Source: an optimization exercise on an open RTL-to-GDS flow (aim: small area, a short achievable clock period and few clock cycles). Production flows keep margins and buffers that such runs may drop.
RTL that was checked went through simulation tests only; none was proved equivalent to the original.
No functional check of the RTL was part of runs 1 to 4.
Power figures rest on the tool's default switching activity, not on a simulated workload.

==> design/flow/design.v <==
module ks_adder #(
  parameter W = 32
)(
  input  [W-1:0] a,
  input  [W-1:0] b,
  input          cin,
  output [W-1:0] sum,
  output         cout
);
  localparam L = $clog2(W);
  wire [W-1:0] p0 = a ^ b;
  wire [W-1:0] g0 = a & b;
  wire [W-1:0] gl [0:L];
  wire [W-1:0] pl [0:L];
  assign gl[0] = {g0[W-1:1], g0[0] | (p0[0] & cin)};
  assign pl[0] = p0;
  genvar l, i;
  generate
    for (l = 0; l < L; l = l + 1) begin : lvl
      for (i = 0; i < W; i = i + 1) begin : bit_
        if (i >= (1 << l)) begin : node
          assign gl[l+1][i] = gl[l][i] | (pl[l][i] & gl[l][i - (1 << l)]);
          assign pl[l+1][i] = pl[l][i] & pl[l][i - (1 << l)];
        end else begin : pass
          assign gl[l+1][i] = gl[l][i];
          assign pl[l+1][i] = pl[l][i];
        end
      end
    end
  endgenerate
  wire [W:0] c = {gl[L], cin};
  assign sum  = p0 ^ c[W-1:0];
  assign cout = c[W];
endmodule
module lt_tree #(
  parameter W = 32           
)(
  input  [W-1:0] lt_bit,     
  input  [W-1:0] eq_bit,     
  output         lt
);
  localparam L = $clog2(W);
  wire [W-1:0] g [0:L];
  wire [W-1:0] p [0:L];
  assign g[0] = lt_bit;
  assign p[0] = eq_bit;
  genvar l, i;
  generate
    for (l = 0; l < L; l = l + 1) begin : lvl
      for (i = 0; i < (W >> (l + 1)); i = i + 1) begin : node
        assign g[l+1][i] = g[l][2*i+1] | (p[l][2*i+1] & g[l][2*i]);
        assign p[l+1][i] = p[l][2*i+1] & p[l][2*i];
      end
      for (i = (W >> (l + 1)); i < W; i = i + 1) begin : unused
        assign g[l+1][i] = 1'b0;
        assign p[l+1][i] = 1'b0;
      end
    end
  endgenerate
  assign lt = g[L][0];
endmodule
module register_file (
  input         clk,
  input  [4:0]  raddr1,
  input  [4:0]  raddr2,
  input  [4:0]  waddr,
  input  [31:0] wdata,
  input         wen,
  output reg [31:0] rdata1,
  output reg [31:0] rdata2
);
  reg [31:0] regs [1:31];
  always @(posedge clk) begin
    if (wen) regs[waddr] <= wdata;
  end
  integer i;
  always @(*) begin
    rdata1 = 32'd0;
    rdata2 = 32'd0;
    for (i = 1; i < 32; i = i + 1) begin
      rdata1 = rdata1 | ({32{raddr1 == i}} & regs[i]);
      rdata2 = rdata2 | ({32{raddr2 == i}} & regs[i]);
    end
  end
endmodule
module simple_cpu
#(parameter DATA_WIDTH = 32)(
  input clk,
  input rstn,
  output [DATA_WIDTH-1:0] imem_addr,
  input  [DATA_WIDTH-1:0] imem_rdata,
  output [DATA_WIDTH-1:0] dmem_addr,
  output [DATA_WIDTH-1:0] dmem_wdata,
  output [3:0]            dmem_wstrb,
  output                  dmem_re,
  input  [DATA_WIDTH-1:0] dmem_rdata
);
wire [31:0] f_inst = imem_rdata;
wire [6:0]  f_op   = f_inst[6:0];
wire [4:0]  f_rd   = f_inst[11:7];
wire [2:0]  f_f3   = f_inst[14:12];
wire [4:0]  f_rs1  = f_inst[19:15];
wire [4:0]  f_rs2  = f_inst[24:20];
wire        f_f7b5 = f_inst[30];
wire f_is_op     = (f_op == 7'b0110011);
wire f_is_opimm  = (f_op == 7'b0010011);
wire f_is_load   = (f_op == 7'b0000011);
wire f_is_store  = (f_op == 7'b0100011);
wire f_is_branch = (f_op == 7'b1100011);
wire f_is_jalr   = (f_op == 7'b1100111);
wire f_is_jal    = (f_op == 7'b1101111);
wire f_is_lui    = (f_op == 7'b0110111);
wire f_is_auipc  = (f_op == 7'b0010111);
wire f_wr = (f_is_op | f_is_opimm | f_is_load | f_is_jalr | f_is_jal | f_is_lui | f_is_auipc)
            & (f_rd != 5'd0);
wire f_tk_eq  = f_is_branch & (f_f3 == 3'b000);
wire f_tk_ne  = f_is_branch & (f_f3 == 3'b001);
wire f_tk_lt  = f_is_branch & (f_f3 == 3'b100);
wire f_tk_ge  = f_is_branch & (f_f3 == 3'b101);
wire f_tk_ltu = f_is_branch & (f_f3 == 3'b110);
wire f_tk_geu = f_is_branch & (f_f3 == 3'b111);
wire f_alu    = f_is_opimm | (f_is_op & (~f_f7b5 | f_f3 == 3'b000 | f_f3 == 3'b101));
wire f_r_add  = f_alu & (f_f3 == 3'b000);
wire f_r_sh   = f_alu & (f_f3 == 3'b001 | f_f3 == 3'b101);
wire f_r_slt  = f_alu & (f_f3 == 3'b010);
wire f_r_sltu = f_alu & (f_f3 == 3'b011);
wire f_r_xor  = f_alu & (f_f3 == 3'b100);
wire f_r_or   = f_alu & (f_f3 == 3'b110);
wire f_r_and  = f_alu & (f_f3 == 3'b111);
wire f_sub    = (f_is_op & f_f7b5 & (f_f3 == 3'b000)) | (f_f3[2:1] == 2'b01);
wire f_sh_l   = (f_f3 == 3'b001);
wire f_sh_a   = f_f7b5;
reg [31:0] f_imm;
always @(*) begin
  if (f_is_store)
    f_imm = {{20{f_inst[31]}}, f_inst[31:25], f_inst[11:7]};
  else if (f_is_branch)
    f_imm = {{20{f_inst[31]}}, f_inst[7], f_inst[30:25], f_inst[11:8], 1'b0};
  else if (f_is_jal)
    f_imm = {{12{f_inst[31]}}, f_inst[19:12], f_inst[20], f_inst[30:21], 1'b0};
  else if (f_is_lui | f_is_auipc)
    f_imm = {f_inst[31:12], 12'b0};
  else
    f_imm = {{20{f_inst[31]}}, f_inst[31:20]};
end
reg [31:0] rv1;          
reg [31:0] rv2;          
reg [31:0] agu;          
reg [31:0] tgt;          
reg [31:0] pc4;          
reg [7:0]  c_eq;         
reg [7:0]  c_lt;         
reg        c_eq31;       
reg        c_lts31;      
reg        c_ltu31;      
reg [4:0]  rd;
reg [2:0]  funct3;
reg        wr;           
reg        is_op, is_load, is_store, is_jalr;
reg        tk_always, tk_eq, tk_ne, tk_lt, tk_ge, tk_ltu, tk_geu;
reg        r_add, r_sh, r_slt, r_sltu, r_xor, r_or, r_and, r_link, r_lui, r_auipc;
reg        sub, sh_l, sh_a;
wire [31:0] wb_data;
wire [31:0] next_pc;     
wire [31:0] rf_rd1, rf_rd2;
register_file m_rf (
  .clk(clk),
  .raddr1(f_rs1), .raddr2(f_rs2),
  .waddr(rd), .wdata(wb_data), .wen(wr),
  .rdata1(rf_rd1), .rdata2(rf_rd2)
);
wire f_use_rs2 = f_is_op | f_is_store | f_is_branch;
wire f_hit1 = wr & (rd == f_rs1);
wire f_hit2 = wr & (rd == f_rs2);
wire [31:0] f_rv1 = f_hit1 ? wb_data : rf_rd1;
wire [31:0] f_rv2 = f_hit2 ? wb_data : rf_rd2;
wire f_stall = (f_is_load | f_is_store | f_is_jalr) & f_hit1;
wire [31:0] f_beq = {~(f_rv1[30:0] ^ f_rv2[30:0]), 1'b1};
wire [31:0] f_blt = {~f_rv1[30:0] & f_rv2[30:0], 1'b0};
wire [7:0]  f_geq, f_glt;
genvar gi;
generate
  for (gi = 0; gi < 8; gi = gi + 1) begin : cmp_grp
    lt_tree #(.W(4)) m_glt (.lt_bit(f_blt[4*gi +: 4]), .eq_bit(f_beq[4*gi +: 4]), .lt(f_glt[gi]));
    assign f_geq[gi] = &f_beq[4*gi +: 4];
  end
endgenerate
wire [31:0] f_agu = rf_rd1 + f_imm;       
wire [31:0] f_tgt = next_pc + f_imm;
wire [31:0] f_pc4 = next_pc + 32'd4;
always @(posedge clk) begin
  if (!rstn) begin
    pc4       <= 32'd0;
    wr        <= 1'b0;
    is_op     <= 1'b0;
    is_load   <= 1'b0;
    is_store  <= 1'b0;
    is_jalr   <= 1'b0;
    tk_always <= 1'b0;
    tk_eq     <= 1'b0;
    tk_ne     <= 1'b0;
    tk_lt     <= 1'b0;
    tk_ge     <= 1'b0;
    tk_ltu    <= 1'b0;
    tk_geu    <= 1'b0;
    r_add     <= 1'b0;
    r_sh      <= 1'b0;
    r_slt     <= 1'b0;
    r_sltu    <= 1'b0;
    r_xor     <= 1'b0;
    r_or      <= 1'b0;
    r_and     <= 1'b0;
    r_link    <= 1'b0;
    r_lui     <= 1'b0;
    r_auipc   <= 1'b0;
  end else if (f_stall) begin
    pc4       <= next_pc;
    wr        <= 1'b0;
    is_op     <= 1'b0;
    is_load   <= 1'b0;
    is_store  <= 1'b0;
    is_jalr   <= 1'b0;
    tk_always <= 1'b0;
    tk_eq     <= 1'b0;
    tk_ne     <= 1'b0;
    tk_lt     <= 1'b0;
    tk_ge     <= 1'b0;
    tk_ltu    <= 1'b0;
    tk_geu    <= 1'b0;
    r_add     <= 1'b0;
    r_sh      <= 1'b0;
    r_slt     <= 1'b0;
    r_sltu    <= 1'b0;
    r_xor     <= 1'b0;
    r_or      <= 1'b0;
    r_and     <= 1'b0;
    r_link    <= 1'b0;
    r_lui     <= 1'b0;
    r_auipc   <= 1'b0;
  end else begin
    pc4       <= f_pc4;
    wr        <= f_wr;
    is_op     <= f_is_op;
    is_load   <= f_is_load;
    is_store  <= f_is_store;
    is_jalr   <= f_is_jalr;
    tk_always <= f_is_jal | f_is_jalr;
    tk_eq     <= f_tk_eq;
    tk_ne     <= f_tk_ne;
    tk_lt     <= f_tk_lt;
    tk_ge     <= f_tk_ge;
    tk_ltu    <= f_tk_ltu;
    tk_geu    <= f_tk_geu;
    r_add     <= f_r_add;
    r_sh      <= f_r_sh;
    r_slt     <= f_r_slt;
    r_sltu    <= f_r_sltu;
    r_xor     <= f_r_xor;
    r_or      <= f_r_or;
    r_and     <= f_r_and;
    r_link    <= f_is_jal | f_is_jalr;
    r_lui     <= f_is_lui;
    r_auipc   <= f_is_auipc;
  end
  agu     <= f_agu;
  tgt     <= f_tgt;
  sub     <= f_sub;
  sh_l    <= f_sh_l;
  sh_a    <= f_sh_a;
  rd      <= f_rd;
  funct3  <= f_f3;
  rv1     <= f_rv1;
  rv2     <= f_use_rs2 ? f_rv2 : f_imm;
  c_eq    <= f_geq;
  c_lt    <= f_glt;
  c_eq31  <= ~(f_rv1[31] ^ f_rv2[31]);
  c_lts31 <= f_rv1[31] & ~f_rv2[31];
  c_ltu31 <= ~f_rv1[31] & f_rv2[31];
end
wire lt_low;
lt_tree #(.W(8)) m_lt (.lt_bit(c_lt), .eq_bit(c_eq), .lt(lt_low));
wire br_eq  = c_eq31 & (&c_eq);
wire br_lt  = c_lts31 | (c_eq31 & lt_low);
wire br_ltu = c_ltu31 | (c_eq31 & lt_low);
wire take = tk_always | (tk_eq & br_eq) | (tk_ne & ~br_eq) | (tk_lt & br_lt) |
            (tk_ge & ~br_lt) | (tk_ltu & br_ltu) | (tk_geu & ~br_ltu);
wire [31:0] target = is_jalr ? agu : tgt;
assign next_pc   = take ? target : pc4;
assign imem_addr = next_pc;
wire [31:0] op_b = rv2;
wire [32:0] sum  = {1'b0, rv1} + {1'b0, op_b ^ {32{sub}}} + {32'd0, sub};
wire        lt_u = ~sum[32];
wire        lt_s = (rv1[31] ^ op_b[31]) ? rv1[31] : sum[31];
wire [4:0]  shamt = op_b[4:0];
reg  [31:0] sh_in, sh_out;
integer k;
always @(*) begin
  for (k = 0; k < 32; k = k + 1) sh_in[k] = sh_l ? rv1[31-k] : rv1[k];
end
wire [63:0] sh_ext = {{32{sh_a & rv1[31] & ~sh_l}}, sh_in};
wire [31:0] sh_r   = sh_ext >> shamt;
always @(*) begin
  for (k = 0; k < 32; k = k + 1) sh_out[k] = sh_l ? sh_r[31-k] : sh_r[k];
end
wire [31:0] alu_out = ({32{r_add}}   & sum[31:0])
                    | ({32{r_sh}}    & sh_out)
                    | {31'd0, r_slt  & lt_s}
                    | {31'd0, r_sltu & lt_u}
                    | ({32{r_xor}}   & (rv1 ^ op_b))
                    | ({32{r_or}}    & (rv1 | op_b))
                    | ({32{r_and}}   & (rv1 & op_b))
                    | ({32{r_link}}  & pc4)
                    | ({32{r_lui}}   & op_b)
                    | ({32{r_auipc}} & tgt);
assign dmem_addr = agu;
assign dmem_re   = is_load;
reg [31:0] st_data;
reg [3:0]  st_strb;
always @(*) begin
  st_data = rv2;
  st_strb = 4'b0000;
  case (funct3[1:0])
    2'b00: begin st_data = {4{rv2[7:0]}};  st_strb = 4'b0001 << agu[1:0]; end
    2'b01: begin st_data = {2{rv2[15:0]}}; st_strb = agu[1] ? 4'b1100 : 4'b0011; end
    2'b10: begin st_data = rv2;            st_strb = 4'b1111; end
    default: ;
  endcase
end
assign dmem_wdata = st_data;
assign dmem_wstrb = is_store ? st_strb : 4'b0000;
wire [7:0]  ld_byte = agu[1] ? (agu[0] ? dmem_rdata[31:24] : dmem_rdata[23:16])
                             : (agu[0] ? dmem_rdata[15:8]  : dmem_rdata[7:0]);
wire [15:0] ld_half = agu[1] ? dmem_rdata[31:16] : dmem_rdata[15:0];
reg  [31:0] ld_data;
always @(*) begin
  case (funct3[1:0])
    2'b00:   ld_data = {{24{ld_byte[7]  & ~funct3[2]}}, ld_byte};
    2'b01:   ld_data = {{16{ld_half[15] & ~funct3[2]}}, ld_half};
    2'b10:   ld_data = dmem_rdata;
    default: ld_data = 32'd0;
  endcase
end
assign wb_data = is_load ? ld_data : alu_out;
endmodule
==> design/flow/flow/run.sh <==
#!/bin/bash
# Own layout flow: the standard flow (standard.sh) with two changes:
# the ports are buffered with buf_2 cells instead of the slow delay cell that
# buffer_ports picks by default, and CTS inserts no dummy loads.
set -euo pipefail
export BUFFER_PORTS_ARGS="-buffer_cell sky130_fd_sc_hd__buf_2"
export CTS_ARGS="-sink_clustering_enable -repair_clock_nets -dont_use_dummy_load"
bash standard.sh > standard_flow.log 2>&1
==> design/flow/standard.sh <==
#!/bin/bash
# synth_recipe.tcl (not shown) runs the flow's synth.tcl, then flattens the netlist and writes it again
# the make line also repeats each setting of config.mk as NAME=value (left out here)
make -C /OpenROAD-flow-scripts/flow DESIGN_CONFIG=/design/flow/config.mk WORK_HOME=/design/flow/orfs CLKGATE_MAP_FILE= SYNTH_SCRIPT=/design/flow/synth_recipe.tcl "${@:-finish}"
==> design/flow/config.mk <==
export PLATFORM = sky130hd
export DESIGN_NAME = simple_cpu
export DESIGN_NICKNAME = simple_cpu
export VERILOG_FILES = /design/flow/design.v
export SDC_FILE = /design/flow/constraint.sdc
export NUM_CORES = 8
export LEC_CHECK = 0
export CAP_MARGIN = 20
export CORE_MARGIN = 2
export CORE_UTILIZATION = 40
export SETUP_SLACK_MARGIN = 5
export SLEW_MARGIN = 20
==> design/flow/constraint.sdc <==
create_clock -name core_clock -period 10.0 [get_ports {clk}]
set_input_delay 2.0000 -clock core_clock [delete_from_list [all_inputs] [get_ports {clk}]]
set_output_delay 2.0000 -clock core_clock [all_outputs]
set_load 0.01 [all_outputs]
==> results of run 1 <==
[cell type report]
cell class | instances | area, µm² | area share (%)
clock buffer | 131 | 3278 | 4.357
inverter | 140 | 534.3 | 0.7101
sequential | 1202 | 34010 | 45.21
tap | 2044 | 2557 | 3.399
multi-input combinational | 3675 | 28590 | 38.01
timing repair inverter | 1 | 7.507 | 0.009978
antenna | 29 | 72.57 | 0.09645
timing repair buffer | 646 | 6181 | 8.215
[stage by stage]
stage	hold WS, ns	utilization (%)	instances
after floorplan	0.6035	-	5382
after CTS	0.7355	47.47	7724
after global placement	0.7493	43.17	7408
final	0.7816	48.84	7868
after global routing	0.8078	48.80	7841
after detailed placement	0.7493	43.17	7408
[synth_stat cells, types with 91 or more instances]
cell type and count:
a22oi_1 719, o21ai_0 173, inv_1 135, a221oi_1 116
dfxtp_1 210, a21oi_1 199, nor2_1 311, nand2_1 403
clkbuf_1 287, nand3_1 188, edfxtp_1 992, nand4_1 91
a22o_1 99, ha_1 191
[repair_timing]
item	4_1_cts	5_1_grt
resized for setup	321	234
endpoints found under the setup margin	173	136
setup buffers	169	105
hold buffers	0	0
pin swaps	88	93
gates cloned	16	10
[worst reg2reg max path, stage by stage (launching register included)]
cell and delay [ns]:
dfxtp_1 0.31, buf_4 0.42, xor2_1 0.16, ha_1 0.35
nor2b_1 0.16, o2111ai_1 0.51, nand3_1 0.35, a311oi_4 0.45
nor2_1 0.15, o2111a_1 0.32, o31ai_4 0.63, a22oi_2 0.40
ha_1 0.40, and4_1 0.19
[logic make-up after synthesis]
kind of cell	after synthesis
compound gates	1733
simple gates	1411
flops	1202
buf+inv	505
mux	207
fa+ha+maj	194
xor+xnor	130
[cell usage in the layout, fill, tap and decap left out, drive strengths merged, types with 36 or more instances in the layout]
cell and instances:
mux4 55, mux2i 83, nand4 91, clkbuf 141, a222oi 84, a221oi 116, ha 191, xnor2 76
xor2 54, edfxtp 992, and2 42, dfxtp 210, a21o 73, and3 61, a22oi 720, nor4 37
nand2b 36, a22o 99, nor3 48, buf 625, o21a 53, inv 135, mux2 69, o21ai 183
nand3 188, nor2b 36, a211oi 37, nand2 403, a21oi 199, nor2 311
[worst max-delay path by stage]
stage                         from               to  slack, ns
detailed placement  imem_rdata[15]  agu[26]$_DFF_P_       2.73
CTS                 imem_rdata[15]  agu[26]$_DFF_P_       4.72
global placement    imem_rdata[15]  agu[26]$_DFF_P_       2.73
global route        imem_rdata[19]  agu[29]$_DFF_P_       4.63
finish              imem_rdata[19]  agu[30]$_DFF_P_       4.63
floorplan           imem_rdata[17]  agu[26]$_DFF_P_       4.36
[power by group]
group / switching (µW) / leakage, µW / internal, µW
Clock: 1910 / 0.00161 / 2290
Combinational: 1310 / 0.0146 / 828
Sequential: 291 / 0.0111 / 5490
[state kept, by name, summed over array words and instances (netlist names), 3 cells and up]
signal	cells
tgt	32
c_eq	8
rv2	32
c_lt	8
funct3	3
m_rf.regs	992
rv1	32
rd	5
pc4	32
agu	32
[per-layer routing]
layer	vias to the layer above	wire (µm)
li1	22190	-
met5	-	317
met2	6462	138300
met4	16	37840
met3	2080	56960
met1	28490	113100
==> metrics.cfg, run 1 <==
[timing]
layout_setup_ws_ns=4.625
setup_viol=0
worstMarginPinSlew_ns=1.188
fin_crit_sh_pct=53.75
rsz0062_at_grt=yes
period_needed_ns=5.375
slew_viol_final=0
tns_ns=0
hold_viol=0
fmax_ghz=0.1860
skew_ns=0.1122
max_slew_margin_pct=20.81

[cells_and_area]
fillers=13530
areaGrowthSynthToFinish_pct=21.15
fin_nets=6057
drive_gt1_share_pct=22.61
finish.instance_area_um2=75240

[clocking]
clkTransAtPathRegs_ns=0.06
cts_buffers=131
htree_num_levels=4
insertion_delay_ns=0.83
cts.sinks=1202
cts-root-buf=clkbuf_16
clockBufferDepth=3
cts_tree=done

[floorplan]
die_area_um2=158400
dieHeight_um=398.0
io_pins=167
die_w_um=398.0
core_area_um2=154000
placementRows=144
start_util_pct=40.32

[yosys]
synth_top_family_by_area=compound AO/OA/AOI/OAI gates
synth-xor-area-share_pct=1.833
syn_area_um2=62110
synth_nets=5642
muxShareOfSynthArea_pct=4.613
ys_seq_area_share_pct=54.73
syn_avg_cell_area_um2=11.54
syn_inst=5382
synth_top_flop_cell=edfxtp_1
yosys_warnings=4
ys_ff_latch=1202
synth_edf_count=992
synthTopCellsByArea=edfxtp_1, a22oi_1, dfxtp_1
yosys.area_share.simple_pct=11.19
synth_compound_area_share_pct=20.45
synth_cell_types=93
synth_top_area_cell=edfxtp_1
synthAdderAreaFrac_pct=3.945
synth_top_area_share_pct=47.96
async_flop_share_pct=0

[grt]
use_met2_pct=59.77
use_met3_pct=18.63
use_met1_pct=49.58
track_usage_pct=42.16
busiest_layer=met2
grt_pass1_vias=54060
grt_overflow=0
grt_pass1_wl_mm=457.3
grt_max_degree=62
antenna_found_initial=17

[power_and_ir_drop]
total_power_uw=12120
peakVddDrop_v=0.0001896
power.density_nw_per_um2=161.1
p_leak_uw=0.02732

[worst_setup_path]
slowest_delay_ns=0.51
end_kind=flop
path_depth=21
critPathRequiredTime_ns=10.64
critical_path.max_fanout=8
rr_endpoint=c_eq[7]$_DFF_P_
critPathTopFamily=compound AO/OA/AOI/OAI gates
rr_worst_depth=13
crit_top_cell=buf_12
start_kind=primary input
worstSetupPathType=in -> reg
crit_buf_inv=5
r2r_start=rv2[2]$_DFF_P_
cp_cell_sequence=buf_12 > nand3b_1 > buf_12 > buf_12 > nor2_4 > buf_12 > a222oi_1 > nand4_1 > or3_4 > ha_4 > inv_2 > fa_2 > nor2b_2 > o2111ai_2 > nand3_2 > a311oi_4 > o221ai_2 > a311oi_2 > o21ai_1 > mux2i_1 > o2111ai_1
critPathSlowestCell=or3_4
reg2reg_slack_ns=5.03
critPathArrivalTime_ns=6.02

[status]
status=timing/DRC/antenna clean

[routing]
vias=59230
wirelength_mm=346.5
drtIter0Drc=11660
drc_errors=0
ant_nets=0
viasPerCell=7.528
drtPass1Iterations=14
wire_per_inst_um=44.04

[hold_path]
min_from=pc4[3]$_SDFF_PN0_
hold_path.class=reg -> reg
min_to=pc4[3]$_SDFF_PN0_
hold_depth=4

[placement]
place_area_um2=66500
gp_congestion=1.032
dp_slack_ns=2.730
port_buffers=166
dp_hpwl_mm=204.7

[job]
cap_violations=0

==> run 2: changes to the inputs <==
==> design/flow/flow/run.sh (replaced) <==
#!/bin/bash
# Own layout flow: the standard flow (standard.sh) with two changes:
# the ports are buffered with buf_2 cells instead of the slow delay cell that
# buffer_ports picks by default, and CTS inserts no dummy loads and may use
# clkbuf_8 as well as clkbuf_16.
set -euo pipefail
export BUFFER_PORTS_ARGS="-buffer_cell sky130_fd_sc_hd__buf_2"
export CTS_ARGS="-sink_clustering_enable -repair_clock_nets -dont_use_dummy_load -buf_list {sky130_fd_sc_hd__clkbuf_8 sky130_fd_sc_hd__clkbuf_16}"
bash standard.sh > standard_flow.log 2>&1
==> run 2 against run 1 <==
First-iteration DRC count is the same. Non-clock buffer count is the same. Clock skew did not move. Clock power hardly changed. Still clean. Count of clock-buffer cells in the layout did not move. Global-route usage stayed put. Design area did not move. Routed wire length unchanged.
==> metrics.cfg, run 2 <==
[status]
status=timing/DRC/antenna clean

[yosys]
synth.most_common_cell=edfxtp_1
yosys_warnings=4  ; unchanged
ys_ff_latch=1202  ; unchanged
syn_inst=5382  ; unchanged
synth_top_area_share_pct=47.96  ; unchanged
async_flop_share_pct=0  ; unchanged
ys_seq_area_share_pct=54.73  ; unchanged
syn_avg_cell_area_um2=11.54  ; unchanged
syn_area_um2=62110  ; unchanged
synth_common_cells=edfxtp_1, a22oi_1, nand2_1
synth_nets=5642  ; unchanged
synthTopCellsByArea=edfxtp_1, a22oi_1, dfxtp_1
synth_cell_types=93  ; unchanged
synth_edf_count=992  ; unchanged
synth_top_flop_cell=edfxtp_1
synth_top_area_cell=edfxtp_1

[job]
cap_violations=0  ; unchanged

[timing]
max_slew_margin_pct=20.81  ; unchanged
tns_ns=0  ; unchanged
worstMarginPinSlew_ns=1.188  ; unchanged
hold_viol=0  ; unchanged
fmax_ghz=0.1860  ; unchanged
slew_viol_final=0  ; unchanged
rsz0062_at_grt=yes
fin_crit_sh_pct=53.75  ; unchanged
period_needed_ns=5.375  ; unchanged
skew_ns=0.1122  ; unchanged
setup_viol=0  ; unchanged

[hold_path]
hold_path.class=reg -> reg
hold_depth=4  ; unchanged

[worst_setup_path]
reg2reg_slack_ns=5.03  ; about the same
critPathTopFamily=compound AO/OA/AOI/OAI gates
cp_cell_sequence=buf_12 > nand3b_1 > buf_12 > buf_12 > nor2_4 > buf_12 > a222oi_1 > nand4_1 > or3_4 > ha_4 > inv_2 > fa_2 > nor2b_2 > o2111ai_2 > nand3_2 > a311oi_4 > o221ai_2 > a311oi_2 > o21ai_1 > mux2i_1 > o2111ai_1
critPathSlowestCell=or3_4
slowest_delay_ns=0.51  ; about the same
crit_buf_inv=5  ; unchanged
critPathRequiredTime_ns=10.64  ; about the same
end_kind=flop
critPathArrivalTime_ns=6.02  ; about the same
path_depth=21  ; unchanged
worstSetupPathType=in -> reg
crit_top_cell=buf_12
start_kind=primary input
rr_worst_depth=13  ; unchanged
critical_path.max_fanout=8  ; unchanged

[cells_and_area]
largest_reg_flops=992  ; unchanged
fin_nets=6057  ; unchanged
layout_commonest_cell=edfxtp_1
finalCoreUtilization_pct=48.84  ; unchanged
drive_gt1_share_pct=22.61  ; unchanged
areaGrowthSynthToFinish_pct=21.15  ; unchanged
top_register=m_rf.regs
final_cell_mix=edfxtp_1, a22oi_1, nand2_1

[grt]
grt_pass1_vias=54060  ; unchanged
antenna_found_initial=17  ; unchanged
grt_overflow=0  ; unchanged
grt_pass1_wl_mm=457.3  ; unchanged
track_usage_pct=42.16  ; unchanged
grt_max_degree=62  ; unchanged

[routing]
ant_nets=0  ; unchanged
drtIter0Drc=11660  ; unchanged
wirelength_mm=346.5  ; unchanged
drc_errors=0  ; unchanged
drtPass1Iterations=14  ; unchanged
wire_per_inst_um=44.04  ; unchanged
vias=59230  ; unchanged
viasPerCell=7.528  ; unchanged

[power_and_ir_drop]
p_leak_uw=0.02732  ; unchanged
power.density_nw_per_um2=161.1  ; unchanged
switching_share_pct=28.99  ; unchanged
p_comb_share_pct=17.7  ; about the same
p_seq_share_pct=47.7  ; about the same
peakVddDrop_v=0.0001896  ; unchanged
intPower_uw=8607  ; unchanged
pwr-share-clk_pct=34.6  ; about the same
p_switching_uw=3514  ; unchanged

[floorplan]
placementRows=144  ; unchanged
dieHeight_um=398.0  ; unchanged
core_area_um2=154000  ; unchanged
io_pins=167  ; unchanged
die_area_um2=158400  ; unchanged
die_w_um=398.0  ; unchanged
start_util_pct=40.32  ; unchanged

[clocking]
hold_buffers=0  ; unchanged
insertion_delay_ns=0.83  ; about the same
clockBufferDepth=3  ; unchanged
cts_tree=done
clkTransAtPathRegs_ns=0.06  ; about the same
cts-root-buf=clkbuf_16
cts_buffers=131  ; unchanged
cts.sinks=1202  ; unchanged
htree_num_levels=4  ; unchanged

[placement]
gp_congestion=1.032  ; unchanged
port_buffers=166  ; unchanged
dp_hpwl_mm=204.7  ; unchanged

-- run 2: logic make-up (layout without fill, tap and decap cells) --
kind of cell	after synthesis	after routing	share of synthesized area, %
flops	1202	1202	54.73
mux	207	207	4.613
other cells	0	29	0
simple gates	1411	1411	11.19
fa+ha+maj	194	194	3.945
xor+xnor	130	130	1.833
buf+inv	505	918	3.231
compound gates	1733	1733	20.45
-- run 2: per-layer routing --
layer | GRT usage, % | share of wire [%] | vias to the layer above
met5 | 1.029 | 0.091 | -
met4 | 33.02 | 11 | 16
met3 | 18.63 | 16 | 2080
met2 | 59.77 | 40 | 6462
met1 | 49.58 | 33 | 28490
li1 | - | - | 22190
-- run 2: worst reg2reg max path: stages (launching register included) --
cell	delay, ns
dfxtp_1	0.31
buf_4	0.42
xor2_1	0.16
ha_1	0.35
nor2b_1	0.16
o2111ai_1	0.51
nand3_1	0.35
a311oi_4	0.45
nor2_1	0.15
o2111a_1	0.32
o31ai_4	0.63
a22oi_2	0.40
ha_1	0.40
and4_1	0.19
-- run 2: cell type report --
type | count | area [µm²]
Fill cell | 13530 | 78810
Sequential cell | 1202 | 34010
Multi-Input combinational cell | 3675 | 28590
Timing Repair Buffer | 646 | 6181
Clock buffer | 131 | 3278
Tap cell | 2044 | 2557
Inverter | 140 | 534.3
Antenna cell | 29 | 72.57
Timing Repair inverter | 1 | 7.507
-- run 2: worst paths after layout --
check | start | end
worst min-delay path | pc4[3]$_SDFF_PN0_ | pc4[3]$_SDFF_PN0_
worst min register to register | pc4[3]$_SDFF_PN0_ | pc4[3]$_SDFF_PN0_
worst max-delay path | imem_rdata[19] | agu[30]$_DFF_P_
worst max register to register | rv2[2]$_DFF_P_ | c_eq[7]$_DFF_P_
-- run 2: timing repair --
action / 4_1_cts / 5_1_grt
buffers inserted: 169 / 105
cloned: 16 / 10
setup endpoints to repair: 173 / 136
resized for setup: 321 / 234
pin swaps: 88 / 93
-- run 2: through the flow --
step | worst slack, ns | power, µW | hold WS [ns] | instance area, µm² | cells
3_5_place_dp | 2.730 | 7655 | 0.7493 | 66500 | 7408
5_1_grt | 4.629 | 12360 | 0.8078 | 75170 | 7841
4_1_cts | 4.718 | 11880 | 0.7355 | 73130 | 7724
6_report | 4.625 | 12120 | 0.7816 | 75240 | 7868
3_3_place_gp | 2.734 | 7649 | 0.7493 | 66500 | 7408
2_1_floorplan | 4.359 | 6839 | 0.6035 | 62660 | 5382
-- run 2: power by group through the flow --
| stage | clock network [µW] | registers [µW] | logic (µW) |
|---|---|---|---|
| 2_1_floorplan | 0 | 5700 | 1140 |
| 3_3_place_gp | 0 | 5840 | 1810 |
| 3_5_place_dp | 0 | 5840 | 1820 |
| 4_1_cts | 4180 | 5740 | 1960 |
| 5_1_grt | 4370 | 5760 | 2230 |
| 6_report | 4200 | 5780 | 2140 |
==> run 3: changes to the inputs <==
--- a/design/flow/design.v
+++ b/design/flow/design.v
@@ -185,7 +185,14 @@
     assign f_geq[gi] = &f_beq[4*gi +: 4];
   end
 endgenerate
-wire [31:0] f_agu = rf_rd1 + f_imm;       
+wire [12:0] f_agu_lo  = {1'b0, rf_rd1[11:0]} + {1'b0, f_imm[11:0]};
+wire [19:0] f_hi_inc  = rf_rd1[31:12] + 20'd1;
+wire [19:0] f_hi_dec  = rf_rd1[31:12] - 20'd1;
+wire        f_agu_c   = f_agu_lo[12];
+wire        f_agu_s   = f_imm[11];
+wire [19:0] f_agu_hi  = (f_agu_c & ~f_agu_s) ? f_hi_inc :
+                        (~f_agu_c & f_agu_s) ? f_hi_dec : rf_rd1[31:12];
+wire [31:0] f_agu     = {f_agu_hi, f_agu_lo[11:0]};    
 wire [31:0] f_tgt = next_pc + f_imm;
 wire [31:0] f_pc4 = next_pc + 32'd4;
 always @(posedge clk) begin
==> design/flow/flow/run.sh (replaced) <==
#!/bin/bash
# Own layout flow: the standard flow (standard.sh) with two changes:
# the ports are buffered with buf_2 cells instead of the slow delay cell that
# buffer_ports picks by default, and CTS inserts no dummy loads.
set -euo pipefail
export BUFFER_PORTS_ARGS="-buffer_cell sky130_fd_sc_hd__buf_2"
export CTS_ARGS="-sink_clustering_enable -repair_clock_nets -dont_use_dummy_load"
bash standard.sh > standard_flow.log 2>&1
==> run 3 against run 2 <==
Still clean. Synthesized cell count decreased by 0.93%. Via count decreased by 1.8%. Worst hold slack got worse by 0.062 ns. Routed wire length decreased by 0.45%. Sequential power decreased by 1%. Setup slack got worse by 0.72 ns. First-iteration DRC count increased by 4.3%. Count of clock-buffer cells in the layout increased by 1. Largest cell class unchanged. Highest routed layer unchanged.
==> metrics.cfg, run 3 <==
[worst_setup_path]
end_kind=flop
critPathRequiredTime_ns=10.69  ; +0.05 ns
crit_start=imem_rdata[18]
worstSetupPathType=in -> reg
start_kind=primary input
r2r_start=c_eq[3]$_DFF_P_
critPathArrivalTime_ns=6.79  ; +0.77 ns
critical_path.max_fanout=6  ; -2

[timing]
max_slew_margin_pct=8.142  ; -13 points
rsz0062_at_grt=yes
skew_ns=0.09753  ; -0.01463 ns
fmax_ghz=0.1640  ; -12%
worstMarginPinSlew_ns=1.376  ; +0.1886 ns
hold_viol=0  ; unchanged
setup_viol=0  ; unchanged
slew_viol_final=0  ; unchanged
tns_ns=0  ; unchanged
period_needed_ns=6.097  ; +0.7225 ns
fin_crit_sh_pct=60.97  ; +7.2 points

[routing]
wire_per_inst_um=44.22  ; +0.40%
drtIter0Drc=12160  ; +4.3%
wirelength_mm=345.0  ; -0.45%
viasPerCell=7.457  ; -0.95%
vias=58170  ; -1.8%
ant_nets=0  ; unchanged
drc_errors=0  ; unchanged
drtPass1Iterations=22  ; +8

[yosys]
async_flop_share_pct=0  ; unchanged
synth_edf_count=992  ; unchanged
synth_common_cells=edfxtp_1, a22oi_1, nand2_1
synth.most_common_cell=edfxtp_1
synth_top_area_cell=edfxtp_1
ys_ff_latch=1202  ; unchanged
syn_avg_cell_area_um2=11.50  ; -0.31%
syn_area_um2=61340  ; -1.2%
yosys_warnings=4  ; unchanged
ys_seq_area_share_pct=55.42  ; +0.68 points
synth_nets=5575  ; -1.2%
synth_cell_types=106  ; +14%
synth_top_area_share_pct=48.56  ; +0.60 points
synth_top_flop_cell=edfxtp_1
synthTopCellsByArea=edfxtp_1, a22oi_1, dfxtp_1
syn_inst=5332  ; -0.93%

[power_and_ir_drop]
peakVddDrop_v=0.0001842  ; -2.8%
power.density_nw_per_um2=160.9  ; about the same
p_leak_uw=0.02785  ; +1.9%

[grt]
track_usage_pct=42.19  ; about the same
grt_pass1_vias=53280  ; -1.4%
grt_pass1_wl_mm=453.0  ; -0.94%
grt_overflow=0  ; unchanged
grt_max_degree=54  ; -13%
antenna_found_initial=18  ; +1

[floorplan]
core_area_um2=152100  ; -1.3%
die_w_um=395.6  ; -0.61%
start_util_pct=40.33  ; about the same
dieHeight_um=395.6  ; -0.61%
die_area_um2=156500  ; -1.2%
io_pins=167  ; unchanged
placementRows=143  ; -0.69%

[hold_path]
hold_path.class=reg -> reg
min_from=pc4[11]$_SDFF_PN0_

[clocking]
insertion_delay_ns=0.81  ; -0.02 ns
cts.sinks=1202  ; unchanged
clockBufferDepth=3  ; unchanged
clkTransAtPathRegs_ns=0.06  ; about the same
htree_num_levels=4  ; unchanged
cts_buffers=132  ; +0.76%
cts_tree=done
cts-root-buf=clkbuf_16

[cells_and_area]
final_cells=7801  ; -0.85%
fin_nets=6003  ; -0.89%
top_register=m_rf.regs
layout_commonest_cell=edfxtp_1
areaGrowthSynthToFinish_pct=20.58
largest_reg_flops=992  ; unchanged
final_cell_mix=edfxtp_1, a22oi_1, nand2_1
drive_gt1_share_pct=23.29  ; +0.68 points

[placement]
place_inst=7352  ; -0.76%
port_buffers=166  ; unchanged
gp_congestion=1.024  ; -0.78%
dp_hpwl_mm=209.2  ; +2.2%

[status]
status=timing/DRC/antenna clean

[job]
cap_violations=0  ; unchanged

==> run 3: cell types whose count changed in the layout (fill, tap and decap cells not counted), sizes merged, moves of 34 or more <==
cell    before  now
a221oi     116   65
a22oi      720  771
nor2       311  345
a22o        99   46
and3        61  157
nand3      188  139
==> run 3: timing repair <==
action | 4_1_cts | 5_1_grt
setup endpoints to repair | 167 | 82
gates resized for setup | 298 | 216
cloned | 20 | 3
hold buffers | 0 | 0
pin swaps | 78 | 91
buffers inserted | 190 | 89
==> run 3: per-layer routing <==
layer / up-vias / track usage (%) / share of wire [%]
met5: - / 0.3387 / 0.068
met2: 6083 / 60.08 / 40
li1: 21810 / - / -
met1: 28260 / 50.34 / 33
met3: 2010 / 18.51 / 16
met4: 16 / 31.02 / 10
==> run 3: layout make-up <==
cell class,instances,area [µm²]
fillers,13540,78120
flip-flops and latches,1202,34010
multi-input cells,3605,27560
repair buffers,662,5916
clock buffers,132,3303
well taps,2030,2540
inverters,156,595.6
diodes,13,32.53
repair inverters,1,5.005
==> run 3: where the power goes <==
group	leakage [µW]	switching, µW	internal (µW)	total (µW)
Combinational	0.0149	1240	733	1970
Sequential	0.0114	248	5470	5720
Clock	0.00163	1900	2310	4210
Total	0.0278	3390	8510	11900
==> run 3: kinds of logic (layout without fill, tap and decap cells) <==
group / after synthesis / in the layout / synth area share (%)
other: 0 / 13 / 0
adder cells (fa/ha/maj): 177 / 177 / 3.647
AO/OA/AOI/OAI: 1603 / 1604 / 19.11
buffers and inverters: 531 / 951 / 3.578
flip-flops: 1202 / 1202 / 55.42
AND/OR/NAND/NOR: 1483 / 1488 / 12.07
multiplexers: 192 / 192 / 4.125
XOR/XNOR: 144 / 144 / 2.056
==> run 3: worst paths after layout <==
kind | endpoint | slack, ns | cells past startpoint
max | agu[28]$_DFF_P_ | 3.90 | 22
max reg2reg | tgt[31]$_DFF_P_ | 4.86 | 30
min | pc4[12]$_SDFF_PN0_ | 0.72 | 3
min reg2reg | pc4[12]$_SDFF_PN0_ | 0.72 | 3
==> run 3: through the flow <==
step	hold slack (ns)	utilization, %	setup WS (ns)	area, µm²	power [µW]
2_1_floorplan	0.5137	-	3.660	61710	6691
3_3_place_gp	0.6380	43.18	2.202	65680	7458
3_5_place_dp	0.6403	43.19	2.131	65690	7458
4_1_cts	0.6890	47.47	4.065	72190	11690
5_1_grt	0.7394	48.62	3.847	73940	12140
6_report	0.7197	48.63	3.903	73960	11900
==> run 3: critical path, stage by stage <==
cell and delay, ns:
buf_16 0.12, and3b_2 0.26, buf_12 0.15, and2_4 0.21, buf_6 0.15, a222oi_1 0.35, nand4_1 0.15, or4_4 0.51
ha_4 0.20, inv_2 0.05, fa_2 0.23, nor2b_4 0.05, o31a_1 0.27, or4_4 0.52, a21oi_4 0.16, buf_12 0.14
nor3_4 0.06, buf_12 0.15, or4_4 0.44, or3_4 0.38, o21ai_2 0.06, xor2_1 0.14
==> run 4: changes to the inputs <==
--- a/design/flow/design.v
+++ b/design/flow/design.v
@@ -59,6 +59,13 @@
   endgenerate
   assign lt = g[L][0];
 endmodule
+module add32 (
+  input  [31:0] a,
+  input  [31:0] b,
+  output [31:0] s
+);
+  assign s = a + b;
+endmodule
 module register_file (
   input         clk,
   input  [4:0]  raddr1,
@@ -185,15 +192,10 @@
     assign f_geq[gi] = &f_beq[4*gi +: 4];
   end
 endgenerate
-wire [12:0] f_agu_lo  = {1'b0, rf_rd1[11:0]} + {1'b0, f_imm[11:0]};
-wire [19:0] f_hi_inc  = rf_rd1[31:12] + 20'd1;
-wire [19:0] f_hi_dec  = rf_rd1[31:12] - 20'd1;
-wire        f_agu_c   = f_agu_lo[12];
-wire        f_agu_s   = f_imm[11];
-wire [19:0] f_agu_hi  = (f_agu_c & ~f_agu_s) ? f_hi_inc :
-                        (~f_agu_c & f_agu_s) ? f_hi_dec : rf_rd1[31:12];
-wire [31:0] f_agu     = {f_agu_hi, f_agu_lo[11:0]};    
-wire [31:0] f_tgt = next_pc + f_imm;
+wire [31:0] f_agu;                       
+wire [31:0] f_tgt;
+add32 m_agu (.a(rf_rd1),  .b(f_imm), .s(f_agu));
+add32 m_tgt (.a(next_pc), .b(f_imm), .s(f_tgt));
 wire [31:0] f_pc4 = next_pc + 32'd4;
 always @(posedge clk) begin
   if (!rstn) begin
--- a/design/flow/config.mk
+++ b/design/flow/config.mk
@@ -10,3 +10,4 @@
 export CORE_UTILIZATION = 40
 export SETUP_SLACK_MARGIN = 5
 export SLEW_MARGIN = 20
+export SYNTH_HIERARCHICAL = 1
==> run 4 against run 3 <==
Still clean on timing, DRC and antenna. First-iteration DRC count shrank 3.3%. Synthesized area up 6.3%. Sequential share of layout area is 2.0 points lower. Cell count up 6.3%. Largest cell class unchanged. Clock skew is 0.0013 ns higher.
==> metrics.cfg, run 4 <==
[status]
status=timing/DRC/antenna clean

[placement]
dp_hpwl_mm=221.6  ; +5.9%
place_area_um2=69000  ; +5.0%
port_buffers=166  ; unchanged
place_inst=7848  ; +6.7%
gp_congestion=1.036  ; +1.2%

[power_and_ir_drop]
peakVddDrop_v=0.0002006  ; +8.9%
p_comb_share_pct=19.3  ; +2.7 points
p_seq_share_pct=46.0  ; -2.1 points
switching_share_pct=29.75  ; +1.3 points
pwr-share-clk_pct=34.7  ; -0.7 points
intPower_uw=8750  ; +2.8%
power.density_nw_per_um2=161.1  ; about the same
p_leak_uw=0.02701  ; -3.0%
p_switching_uw=3705  ; +9.3%

[clocking]
cts-root-buf=clkbuf_16
clkTransAtPathRegs_ns=0.06  ; about the same
cts.sinks=1202  ; unchanged
cts_tree=done
htree_num_levels=4  ; unchanged
clockBufferDepth=3  ; unchanged
insertion_delay_ns=0.82  ; about the same
hold_buffers=0  ; unchanged
cts_buffers=136  ; +3.0%

[floorplan]
placementRows=148  ; +3.5%
core_area_um2=162400  ; +6.8%
die_area_um2=166300  ; +6.3%
start_util_pct=40.16  ; -0.18 points
die_w_um=407.8  ; +3.1%
io_pins=167  ; unchanged
dieHeight_um=407.8  ; +3.1%

[routing]
wire_per_inst_um=42.55  ; -3.8%
drc_errors=0  ; unchanged
ant_nets=0  ; unchanged
viasPerCell=7.405  ; -0.70%
wirelength_mm=352.7  ; +2.2%
vias=61390  ; +5.5%
drtIter0Drc=11750  ; -3.3%
drtPass1Iterations=10  ; -55%

[worst_setup_path]
critPathArrivalTime_ns=6.02  ; -0.77 ns
critical_path.max_fanout=8  ; +2
rr_endpoint=c_lt[3]$_DFF_P_
r2r_start=sh_l$_DFF_P_
crit_start=imem_rdata[19]
worstSetupPathType=in -> reg
rr_worst_depth=11  ; -63%
end_kind=flop
reg2reg_slack_ns=5.02  ; +0.16 ns
start_kind=primary input
critPathRequiredTime_ns=10.64  ; -0.05 ns
crit_end=agu[31]$_DFF_P_

[timing]
fin_crit_sh_pct=53.78  ; -7.2 points
period_needed_ns=5.378  ; -0.7195 ns
skew_ns=0.09883  ; +0.001297 ns
worstMarginPinSlew_ns=1.223  ; -0.1533 ns
fmax_ghz=0.1859  ; +13%
rsz0062_at_grt=yes
hold_viol=0  ; unchanged
max_slew_margin_pct=17.83  ; +9.7 points
slew_viol_final=0  ; unchanged
timing.hold.ws_ns=0.7359  ; +0.01619 ns
setup_viol=0  ; unchanged
tns_ns=0  ; unchanged

[job]
cap_violations=0  ; unchanged

[yosys]
syn_area_um2=65220  ; +6.3%
syn_avg_cell_area_um2=11.32  ; -1.6%
yosys_warnings=10  ; +6
synth_nets=6024  ; +8.1%
syn_inst=5761  ; +8.0%

[hold_path]
hold_depth=3  ; unchanged
hold_path.class=reg -> reg

[grt]
grt_overflow=0  ; unchanged
grt_pass1_vias=56210  ; +5.5%
antenna_found_initial=25  ; +7
grt_max_degree=96  ; +78%
track_usage_pct=40.44  ; -1.7 points
grt_pass1_wl_mm=465.5  ; +2.8%

[cells_and_area]
fin_nets=6345  ; +5.7%
finish.instance_area_um2=77320  ; +4.5%
areaGrowthSynthToFinish_pct=18.56
final_cell_mix=edfxtp_1, a22oi_1, buf_4
top_register=m_rf.regs
largest_reg_flops=992  ; unchanged
drive_gt1_share_pct=21.89  ; -1.4 points
final_cells=8290  ; +6.3%
layout_commonest_cell=edfxtp_1

run 4: area by class of cell:
class | instances | area, µm²
antenna | 35 | 87.58
clock buffer | 136 | 3403
fill | 14650 | 85080
inverter | 128 | 491.7
multi-input combinational | 3998 | 30900
sequential | 1202 | 34010
tap | 2175 | 2721
timing repair buffer | 613 | 5679
timing repair inverter | 3 | 20.02
run 4: routing by layer:
metal  global-route usage, %  vias up  part of all wire [%]
li1                        -    23430                     -
met1                   48.93    29950                    34
met2                   58.47     6234                    41
met3                   15.24     1759                    15
met4                   30.27       16                   9.8
met5                       0        -                 0.048
run 4: repair_timing:
item                                    in CTS  in global routing
resized for setup                          275                252
buffers inserted                           143                 97
endpoints found under the setup margin     285                104
gates cloned                                23                  8
pin swaps                                   66                 94
run 4: stage by stage:
stage | setup slack (ns) | total power [µW] | utilization, %
final | 4.622 | 12450 | 47.61
after global routing | 4.667 | 12680 | 47.56
after CTS | 4.820 | 12180 | 46.35
after detailed placement | 2.516 | 7805 | 42.49
after global placement | 2.586 | 7807 | 42.48
after floorplan | 4.710 | 6903 | -
run 4: worst max-delay path, cell delays in order:
cell and delay (ns):
buf_16 0.14, buf_16 0.14, and3b_2 0.26, buf_12 0.15, and2_4 0.28, buf_4 0.21, a222oi_1 0.33, and3_1 0.22
nand4_1 0.55, ha_1 0.64, nand3_1 0.17, nor2_1 0.07, a2111oi_2 0.33, o21ai_1 0.11, or3_1 0.38
run 4: worst min path at each step:
stage | start | to | slack (ns)
2_1_floorplan | pc4[26]$_SDFF_PN0_ | pc4[26]$_SDFF_PN0_ | 0.63
3_3_place_gp | pc4[31]$_SDFF_PN0_ | pc4[31]$_SDFF_PN0_ | 0.65
3_5_place_dp | pc4[31]$_SDFF_PN0_ | pc4[31]$_SDFF_PN0_ | 0.67
4_1_cts | pc4[0]$_SDFF_PN0_ | pc4[0]$_SDFF_PN0_ | 0.70
5_1_grt | pc4[11]$_SDFF_PN0_ | pc4[11]$_SDFF_PN0_ | 0.79
6_report | pc4[11]$_SDFF_PN0_ | pc4[11]$_SDFF_PN0_ | 0.74
run 4: power by group through the flow:
stage	Clock (µW)	Combinational [µW]	Sequential, µW
floorplan	0	1230	5670
global placement	0	2000	5810
detailed placement	0	2000	5800
CTS	4310	2170	5700
global route	4490	2480	5710
finish	4320	2410	5730
==> run 5: changes to the inputs <==
--- a/design/flow/design.v
+++ b/design/flow/design.v
@@ -59,13 +59,6 @@
   endgenerate
   assign lt = g[L][0];
 endmodule
-module add32 (
-  input  [31:0] a,
-  input  [31:0] b,
-  output [31:0] s
-);
-  assign s = a + b;
-endmodule
 module register_file (
   input         clk,
   input  [4:0]  raddr1,
@@ -155,8 +148,8 @@
 reg [31:0] agu;          
 reg [31:0] tgt;          
 reg [31:0] pc4;          
-reg [7:0]  c_eq;         
-reg [7:0]  c_lt;         
+reg [3:0]  c_eq;         
+reg [3:0]  c_lt;         
 reg        c_eq31;       
 reg        c_lts31;      
 reg        c_ltu31;      
@@ -184,18 +177,16 @@
 wire f_stall = (f_is_load | f_is_store | f_is_jalr) & f_hit1;
 wire [31:0] f_beq = {~(f_rv1[30:0] ^ f_rv2[30:0]), 1'b1};
 wire [31:0] f_blt = {~f_rv1[30:0] & f_rv2[30:0], 1'b0};
-wire [7:0]  f_geq, f_glt;
+wire [3:0]  f_geq, f_glt;
 genvar gi;
 generate
-  for (gi = 0; gi < 8; gi = gi + 1) begin : cmp_grp
-    lt_tree #(.W(4)) m_glt (.lt_bit(f_blt[4*gi +: 4]), .eq_bit(f_beq[4*gi +: 4]), .lt(f_glt[gi]));
-    assign f_geq[gi] = &f_beq[4*gi +: 4];
+  for (gi = 0; gi < 4; gi = gi + 1) begin : cmp_grp
+    lt_tree #(.W(8)) m_glt (.lt_bit(f_blt[8*gi +: 8]), .eq_bit(f_beq[8*gi +: 8]), .lt(f_glt[gi]));
+    assign f_geq[gi] = &f_beq[8*gi +: 8];
   end
 endgenerate
-wire [31:0] f_agu;                       
-wire [31:0] f_tgt;
-add32 m_agu (.a(rf_rd1),  .b(f_imm), .s(f_agu));
-add32 m_tgt (.a(next_pc), .b(f_imm), .s(f_tgt));
+wire [31:0] f_agu = rf_rd1 + f_imm;       
+wire [31:0] f_tgt = next_pc + f_imm;
 wire [31:0] f_pc4 = next_pc + 32'd4;
 always @(posedge clk) begin
   if (!rstn) begin
@@ -287,7 +278,7 @@
   c_ltu31 <= ~f_rv1[31] & f_rv2[31];
 end
 wire lt_low;
-lt_tree #(.W(8)) m_lt (.lt_bit(c_lt), .eq_bit(c_eq), .lt(lt_low));
+lt_tree #(.W(4)) m_lt (.lt_bit(c_lt), .eq_bit(c_eq), .lt(lt_low));
 wire br_eq  = c_eq31 & (&c_eq);
 wire br_lt  = c_lts31 | (c_eq31 & lt_low);
 wire br_ltu = c_ltu31 | (c_eq31 & lt_low);
--- a/design/flow/config.mk
+++ b/design/flow/config.mk
@@ -5,9 +5,9 @@
 export SDC_FILE = /design/flow/constraint.sdc
 export NUM_CORES = 8
 export LEC_CHECK = 0
+export ABC_AREA = 1
 export CAP_MARGIN = 20
 export CORE_MARGIN = 2
 export CORE_UTILIZATION = 40
 export SETUP_SLACK_MARGIN = 5
 export SLEW_MARGIN = 20
-export SYNTH_HIERARCHICAL = 1
==> run 5 against run 4 <==
Still clean. Via count rose by 1.0%. Sequential share of layout area up 0.10 points. Sequential cell count is 8 lower. Sequential power about the same. Register-to-register slack gained 0.03 ns. Global-route usage grew 0.37 points. Worst hold slack got worse by 0.11 ns. Non-clock buffer count increased by 19. Total power shrank 3.7%. Setup slack improved by 0.14 ns. Clock power hardly changed. Synthesized cell count increased by 20%. Critical path type unchanged. Critical endpoint is now c_eq31$_DFF_P_.
==> metrics.cfg, run 5 <==
[status]
status=timing/DRC/antenna clean

[yosys]
ys_seq_area_share_pct=53.29
syn_inst=6940  ; +20%
async_flop_share_pct=0
synth_top_area_cell=edfxtp_1
synthTopCellsByArea=edfxtp_1, nand2_1, dfxtp_1
synth_top_flop_cell=edfxtp_1
synth_nets=7200  ; +20%
yosys_warnings=4  ; -6
syn_avg_cell_area_um2=9.149  ; -19%
synth.most_common_cell=nand2_1
ys_ff_latch=1194
syn_area_um2=63490  ; -2.6%
synth_common_cells=nand2_1, edfxtp_1, inv_1
synth_cell_types=72
synth_top_area_share_pct=46.92
synth_edf_count=992

[cells_and_area]
layout_commonest_cell=nand2_1
fin_nets=7684  ; +21%
top_register=m_rf.regs
largest_reg_flops=992  ; unchanged
drive_gt1_share_pct=17.14  ; -4.8 points
finish.instance_area_um2=76760  ; -0.72%
areaGrowthSynthToFinish_pct=20.90
final_cell_mix=nand2_1, edfxtp_1, inv_1

[clocking]
hold_buffers=0  ; unchanged
insertion_delay_ns=0.81  ; about the same
cts_tree=done
htree_num_levels=4  ; unchanged
cts_buffers=136  ; unchanged
cts-root-buf=clkbuf_16
clockBufferDepth=3  ; unchanged
cts.sinks=1194  ; -0.67%
clkTransAtPathRegs_ns=0.05  ; about the same

[placement]
dp_hpwl_mm=238.6  ; +7.7%
gp_congestion=1.067  ; +3.0%
dp_slack_ns=2.028  ; -0.4878 ns
place_area_um2=67760  ; -1.8%
port_buffers=166  ; unchanged

[power_and_ir_drop]
p_leak_uw=0.03057  ; +13%
power.density_nw_per_um2=156.3  ; -3.0%
peakVddDrop_v=0.0001864  ; -7.1%

[hold_path]
min_to=pc4[0]$_SDFF_PN0_
min_from=pc4[0]$_SDFF_PN0_
hold_path.class=reg -> reg
hold_depth=3  ; unchanged

[timing]
setup_viol=0  ; unchanged
worstMarginPinSlew_ns=1.218  ; -0.005215 ns
slew_viol_final=0  ; unchanged
fin_crit_sh_pct=52.43  ; -1.4 points
layout_setup_ws_ns=4.757  ; +0.1352 ns
hold_viol=0  ; unchanged
skew_ns=0.09671  ; -0.002123 ns
tns_ns=0  ; unchanged
period_needed_ns=5.243  ; -0.1352 ns
fmax_ghz=0.1907  ; +2.6%
max_slew_margin_pct=18.19  ; +0.35 points
rsz0062_at_grt=yes

[floorplan]
start_util_pct=40.18  ; about the same
die_area_um2=161900  ; -2.6%
core_area_um2=158000  ; -2.7%
io_pins=167  ; unchanged
die_w_um=402.4  ; -1.3%
dieHeight_um=402.4  ; -1.3%
placementRows=146  ; -1.4%

[worst_setup_path]
end_kind=flop
reg2reg_slack_ns=5.05  ; +0.03 ns
rr_worst_depth=13  ; +2
cp_cell_sequence=buf_6 > inv_4 > nand2_8 > nor2_4 > nand2_4 > buf_4 > clkinvlp_4 > buf_6 > nand2_1 > o2111ai_1 > nor3_1 > nand4_1 > nand2_1 > nand2_1 > inv_1 > ha_1
rr_endpoint=c_lt[2]$_DFF_P_
crit_buf_inv=6  ; +2
worstSetupPathType=in -> reg
critical_path.max_fanout=16  ; +8
critPathArrivalTime_ns=5.92  ; -0.10 ns
crit_top_cell=nand2_1
critPathRequiredTime_ns=10.67  ; +0.03 ns
start_kind=primary input
r2r_start=r_auipc$_SDFF_PP0_
critPathTopFamily=simple AND/OR/NAND/NOR gates
slowest_delay_ns=0.94  ; +0.30 ns
critPathSlowestCell=nor3_1

[grt]
antenna_found_initial=23  ; -8.0%
grt_pass1_wl_mm=457.4  ; -1.8%
grt_overflow=0  ; unchanged
grt_pass1_vias=56680  ; +0.83%
grt_max_degree=77  ; -20%
track_usage_pct=40.82  ; +0.37 points

[routing]
wire_per_inst_um=36.33  ; -15%
drc_errors=0  ; unchanged
ant_nets=0  ; unchanged
viasPerCell=6.519  ; -12%
drtPass1Iterations=7  ; -3
wirelength_mm=345.6  ; -2.0%
drtIter0Drc=10220  ; -13%
vias=62010  ; +1.0%

[job]
cap_violations=0  ; unchanged

run 5: tightest hold or removal path: stages, from the launching register on:
cell     delay [ns]
dfxtp_1        0.34
or2_2          0.12
o21ai_2        0.05
nor2_1         0.07
run 5: layer usage:
| metal | global-route usage, % | vias to the layer above | routed length, µm |
|---|---|---|---|
| li1 | - | 25540 | - |
| met1 | 47.36 | 29630 | 116600 |
| met2 | 60.34 | 5282 | 145700 |
| met3 | 16.08 | 1526 | 48980 |
| met4 | 31.51 | 30 | 33870 |
| met5 | 1.041 | - | 456 |
run 5: layout make-up:
class                      instances  area (µm²)
antenna                           18       45.04
clock buffer                     136        3403
fill                           14770       81250
inverter                         882        3686
multi-input combinational       4577       27700
sequential                      1194       33850
tap                             2072        2592
timing repair buffer             632        5485
timing repair inverter             1       8.758
run 5: kinds of logic (layout without fill, tap and decap cells):
kind of cell	Yosys count	count (layout)	share of synthesized area, %
adder cells (fa/ha/maj)	194	194	3.859
XOR/XNOR	98	98	1.352
buffers and inverters	1174	1651	7.220
AND/OR/NAND/NOR	2743	2748	18.36
multiplexers	17	17	0.2917
AO/OA/AOI/OAI	1520	1520	15.63
other	0	18	0
flip-flops	1194	1194	53.29
run 5: stage by stage:
stage / utilization [%] / hold WS [ns] / power [µW] / cells
after CTS: 46.87 / 0.6226 / 11770 / 9363
after floorplan: - / 0.5319 / 6619 / 6940
after global placement: 42.78 / 0.6051 / 7446 / 9067
after global routing: 48.55 / 0.6647 / 12250 / 9497
final: 48.58 / 0.6258 / 11990 / 9512
after detailed placement: 42.88 / 0.6160 / 7455 / 9076
run 5: worst max-delay path by stage:
stage                        start               to  slack, ns  cells past startpoint
floorplan           imem_rdata[17]  agu[22]$_DFF_P_       4.91                     25
global route        imem_rdata[19]  agu[30]$_DFF_P_       4.88                     24
finish              imem_rdata[18]   c_eq31$_DFF_P_       4.76                     16
global placement    imem_rdata[19]  agu[30]$_DFF_P_       2.11                     19
detailed placement  imem_rdata[19]  agu[30]$_DFF_P_       2.03                     19
CTS                 imem_rdata[19]  agu[21]$_DFF_P_       4.99                     24
run 5: what timing repair did:
action                     in CTS  in global routing
pin swaps                      70                 94
setup buffers                 145                117
gates cloned                    6                  8
setup endpoints to repair     167                 72
resized for setup             364                306
run 5: power by group:
group / total, µW / internal, µW / switching (µW)
combinational: 1970 / 639 / 1330
clock: 4320 / 2380 / 1940
sequential: 5710 / 5450 / 256
Testbench counts of run 5, summed over its fixed seeds: cycles 1,992,704.
==> run 6: changes to the inputs <==
--- a/design/flow/config.mk
+++ b/design/flow/config.mk
@@ -5,7 +5,6 @@
 export SDC_FILE = /design/flow/constraint.sdc
 export NUM_CORES = 8
 export LEC_CHECK = 0
-export ABC_AREA = 1
 export CAP_MARGIN = 20
 export CORE_MARGIN = 2
 export CORE_UTILIZATION = 40
==> run 6 against run 5 <==
Core utilization down 0.40 points. Setup slack worse by 0.048 ns. Sequential power about the same. Count of clock-buffer cells in the layout down 4. Global-route usage up 0.056 points. Maximum frequency down 0.90%. Via count down 6.9%. Clock skew up 0.0065 ns. Routed wire length down 4.0%. Sequential share of layout area up 2.2 points. Die area down 3.8%. Sequential cell count unchanged. Critical path type unchanged.
==> metrics.cfg, run 6 <==
[yosys]
yosys_warnings=4  ; unchanged
ys_seq_area_share_pct=55.40  ; +2.1 points
synthAdderAreaFrac_pct=4.011  ; +0.15 points
syn_area_um2=61070  ; -3.8%
async_flop_share_pct=0  ; unchanged
synth_cell_types=88  ; +22%
muxShareOfSynthArea_pct=4.614  ; +4.3 points
synth_nets=5531  ; -23%
synth.most_common_cell=edfxtp_1
ys_ff_latch=1194  ; unchanged
synth_top_area_share_pct=48.78  ; +1.9 points
synth_compound_area_share_pct=20.66  ; +5.0 points
syn_avg_cell_area_um2=11.59  ; +27%
synth_common_cells=edfxtp_1, a22oi_1, nand2_1
synth_top_flop_cell=edfxtp_1
synthTopCellsByArea=edfxtp_1, a22oi_1, dfxtp_1
yosys.area_share.simple_pct=10.24  ; -8.1 points
synth_top_area_cell=edfxtp_1
synth_edf_count=992  ; unchanged
synth-xor-area-share_pct=1.879  ; +0.53 points
synth_top_family_by_area=compound AO/OA/AOI/OAI gates
syn_inst=5271  ; -24%

[power_and_ir_drop]
switching_share_pct=28.41  ; -1.0 points
total_power_uw=11890  ; -0.89%
pwr-share-clk_pct=35.2  ; -0.8 points
p_comb_share_pct=16.9  ; +0.5 points
peakVddDrop_v=0.0001580  ; -15%
power.density_nw_per_um2=162.6  ; +4.1%
intPower_uw=8510  ; +0.51%
p_seq_share_pct=47.9  ; +0.3 points
p_switching_uw=3377  ; -4.3%
p_leak_uw=0.02616  ; -14%

[floorplan]
io_pins=167  ; unchanged
core_area_um2=151700  ; -4.0%
start_util_pct=40.25  ; +0.071 points
die_area_um2=155800  ; -3.8%
die_w_um=394.7  ; -1.9%
dieHeight_um=394.7  ; -1.9%
placementRows=143  ; -2.1%

[status]
status=timing/DRC/antenna clean

[grt]
grt_pass1_vias=53270  ; -6.0%
antenna_found_initial=25  ; +8.7%
grt_pass1_wl_mm=439.8  ; -3.8%
grt_max_degree=61  ; -21%
grt_overflow=0  ; unchanged
track_usage_pct=40.87  ; +0.056 points

[worst_setup_path]
reg2reg_slack_ns=5.05  ; about the same
rr_worst_depth=21  ; +8
critPathRequiredTime_ns=10.69  ; +0.02 ns
critical_path.max_fanout=12  ; -4
critPathArrivalTime_ns=5.98  ; +0.06 ns
end_kind=flop
r2r_start=rv2[1]$_DFF_P_
worstSetupPathType=in -> reg
rr_endpoint=c_lt[0]$_DFF_P_
start_kind=primary input

[cells_and_area]
top_register=m_rf.regs
final_cell_mix=edfxtp_1, a22oi_1, nand2_1
finalCoreUtilization_pct=48.18  ; -0.40 points
areaGrowthSynthToFinish_pct=19.68
drive_gt1_share_pct=22.00  ; +4.9 points
fin_nets=5943  ; -23%
largest_reg_flops=992  ; unchanged
layout_commonest_cell=edfxtp_1

[placement]
port_buffers=166  ; unchanged
dp_hpwl_mm=199.9  ; -16%
gp_congestion=1.046  ; -2.0%

[routing]
ant_nets=0  ; unchanged
vias=57730  ; -6.9%
drtPass1Iterations=14  ; +7
routed-wl-met3_mm=54.23  ; +11%
wire_per_inst_um=42.93  ; +18%
wl_met2_mm=132.8  ; -8.8%
drtIter0Drc=11490  ; +12%
drc_errors=0  ; unchanged
wl_met1_mm=107.4  ; -7.9%
highest_layer=met5
viasPerCell=7.473  ; +15%
wirelength_mm=331.7  ; -4.0%

[job]
cap_violations=0  ; unchanged

[timing]
rsz0062_at_grt=yes
setup_viol=0  ; unchanged
max_slew_margin_pct=18.21  ; +0.023 points
skew_ns=0.1032  ; +0.006519 ns
tns_ns=0  ; unchanged
hold_viol=0  ; unchanged
fin_crit_sh_pct=52.90  ; +0.48 points
timing.hold.ws_ns=0.7271  ; +0.1013 ns
worstMarginPinSlew_ns=1.218  ; -0.0003487 ns
fmax_ghz=0.1890  ; -0.90%
period_needed_ns=5.290  ; +0.04775 ns
slew_viol_final=0  ; unchanged

[hold_path]
min_from=pc4[18]$_SDFF_PN0_
hold_depth=2  ; -1
hold_path.class=reg -> reg
min_to=pc4[18]$_SDFF_PN0_

[clocking]
insertion_delay_ns=0.82  ; about the same
cts-root-buf=clkbuf_16
cts_tree=done
htree_num_levels=4  ; unchanged
clkTransAtPathRegs_ns=0.06  ; about the same
cts_buffers=132  ; -2.9%
clockBufferDepth=3  ; unchanged
cts.sinks=1194  ; unchanged

run 6: cell families after synthesis:
family,after synthesis
AO/OA/AOI/OAI,1733
AND/OR/NAND/NOR,1306
flip-flops,1194
buffers and inverters,505
multiplexers,208
adder cells (fa/ha/maj),194
XOR/XNOR,131
run 6: how the worst max path moves through the flow:
stage                     cells past startpoint               to      startpoint
after global placement                       20  agu[30]$_DFF_P_  imem_rdata[15]
after floorplan                              20  agu[28]$_DFF_P_  imem_rdata[17]
after global routing                         18  agu[29]$_DFF_P_  imem_rdata[19]
final                                        17  agu[27]$_DFF_P_  imem_rdata[19]
after CTS                                    18  agu[29]$_DFF_P_  imem_rdata[18]
after detailed placement                     20  agu[30]$_DFF_P_  imem_rdata[15]
run 6: timing repair:
item / CTS / global route
cloned: 14 / 3
setup endpoints to repair: 265 / 62
buffers inserted: 187 / 78
hold buffers: 0 / 0
resized for setup: 267 / 136
pin swaps: 95 / 76
run 6: metrics by stage:
step | worst slack, ns | cells | instance area [µm²]
floorplan | 4.501 | 5271 | 61520
global placement | 2.796 | 7295 | 65450
detailed placement | 2.801 | 7296 | 65480
CTS | 4.858 | 7629 | 71800
global route | 4.660 | 7712 | 73060
finish | 4.710 | 7725 | 73090
run 6: power groups by stage:
stage	sequential [µW]	clock [µW]	combinational, µW
final	5690	4190	2000
after global routing	5680	4370	2090
after CTS	5670	4170	1830
after detailed placement	5770	0	1690
after global placement	5770	0	1690
after floorplan	5640	0	1060
run 6: worst max-delay path, stage by stage:
cell and delay, ns:
buf_6 0.13, nand3b_1 0.11, buf_6 0.12, buf_4 0.14
nor2_4 0.09, buf_4 0.28, a22o_1 0.28, a221oi_1 0.30
nand3_1 0.11, or4_1 0.71, ha_1 0.45, nand2_1 0.14
nor2_1 0.30, nand3_1 0.16, o211a_4 0.30, nor2b_2 0.16
xnor2_1 0.18
run 6: routing by layer:
layer,vias to the layer above,global-route usage [%]
li1,21810,-
met1,27670,47.46
met2,6157,57.78
met3,2058,18.46
met4,38,33.41
met5,-,0.1232
run 6: layout make-up:
type,instances,area (µm²)
inverters,158,605.6
clock buffers,132,3303
flip-flops and latches,1194,33850
repair buffers,615,5146
diodes,14,35.03
multi-input cells,3581,27610
well taps,2030,2540
fillers,13550,78630
repair inverters,1,5.005

==> port drivers added, routing unchanged <==
Ports are ideal in the flow. The routed layouts listed here were re-timed in OpenROAD.
Step 1 assumes that a clkbuf_16 drives the clock port and a buf_2 every other input.
Step 2, shift: input delay + t, output delay - t, t = (earliest + latest rising clock arrival at the registers) / 2. This alone moves slack from input paths to output paths.
Slacks: no drivers / after step 1 / after step 2; pairs: no drivers / after step 1.
run	shift t [ns]	setup slack, ns	worst register clock-pin slew, ns
run 1	0.852	4.625 / 4.478 / 3.626	0.08 / 0.08
run 2	0.852	4.625 / 4.478 / 3.626	0.08 / 0.08
run 3	0.840	3.903 / 3.726 / 2.886	0.07 / 0.07
run 4	0.852	4.622 / 4.402 / 3.551	0.07 / 0.07
run 5	0.845	4.757 / 4.570 / 3.726	0.06 / 0.06
run 6	0.843	4.710 / 4.637 / 3.794	0.07 / 0.07
After both steps setup and hold are still met in every run listed. The setup slack of run 4, which loses most, moves by -0.220 ns with the drivers and by -1.071 ns with both steps.
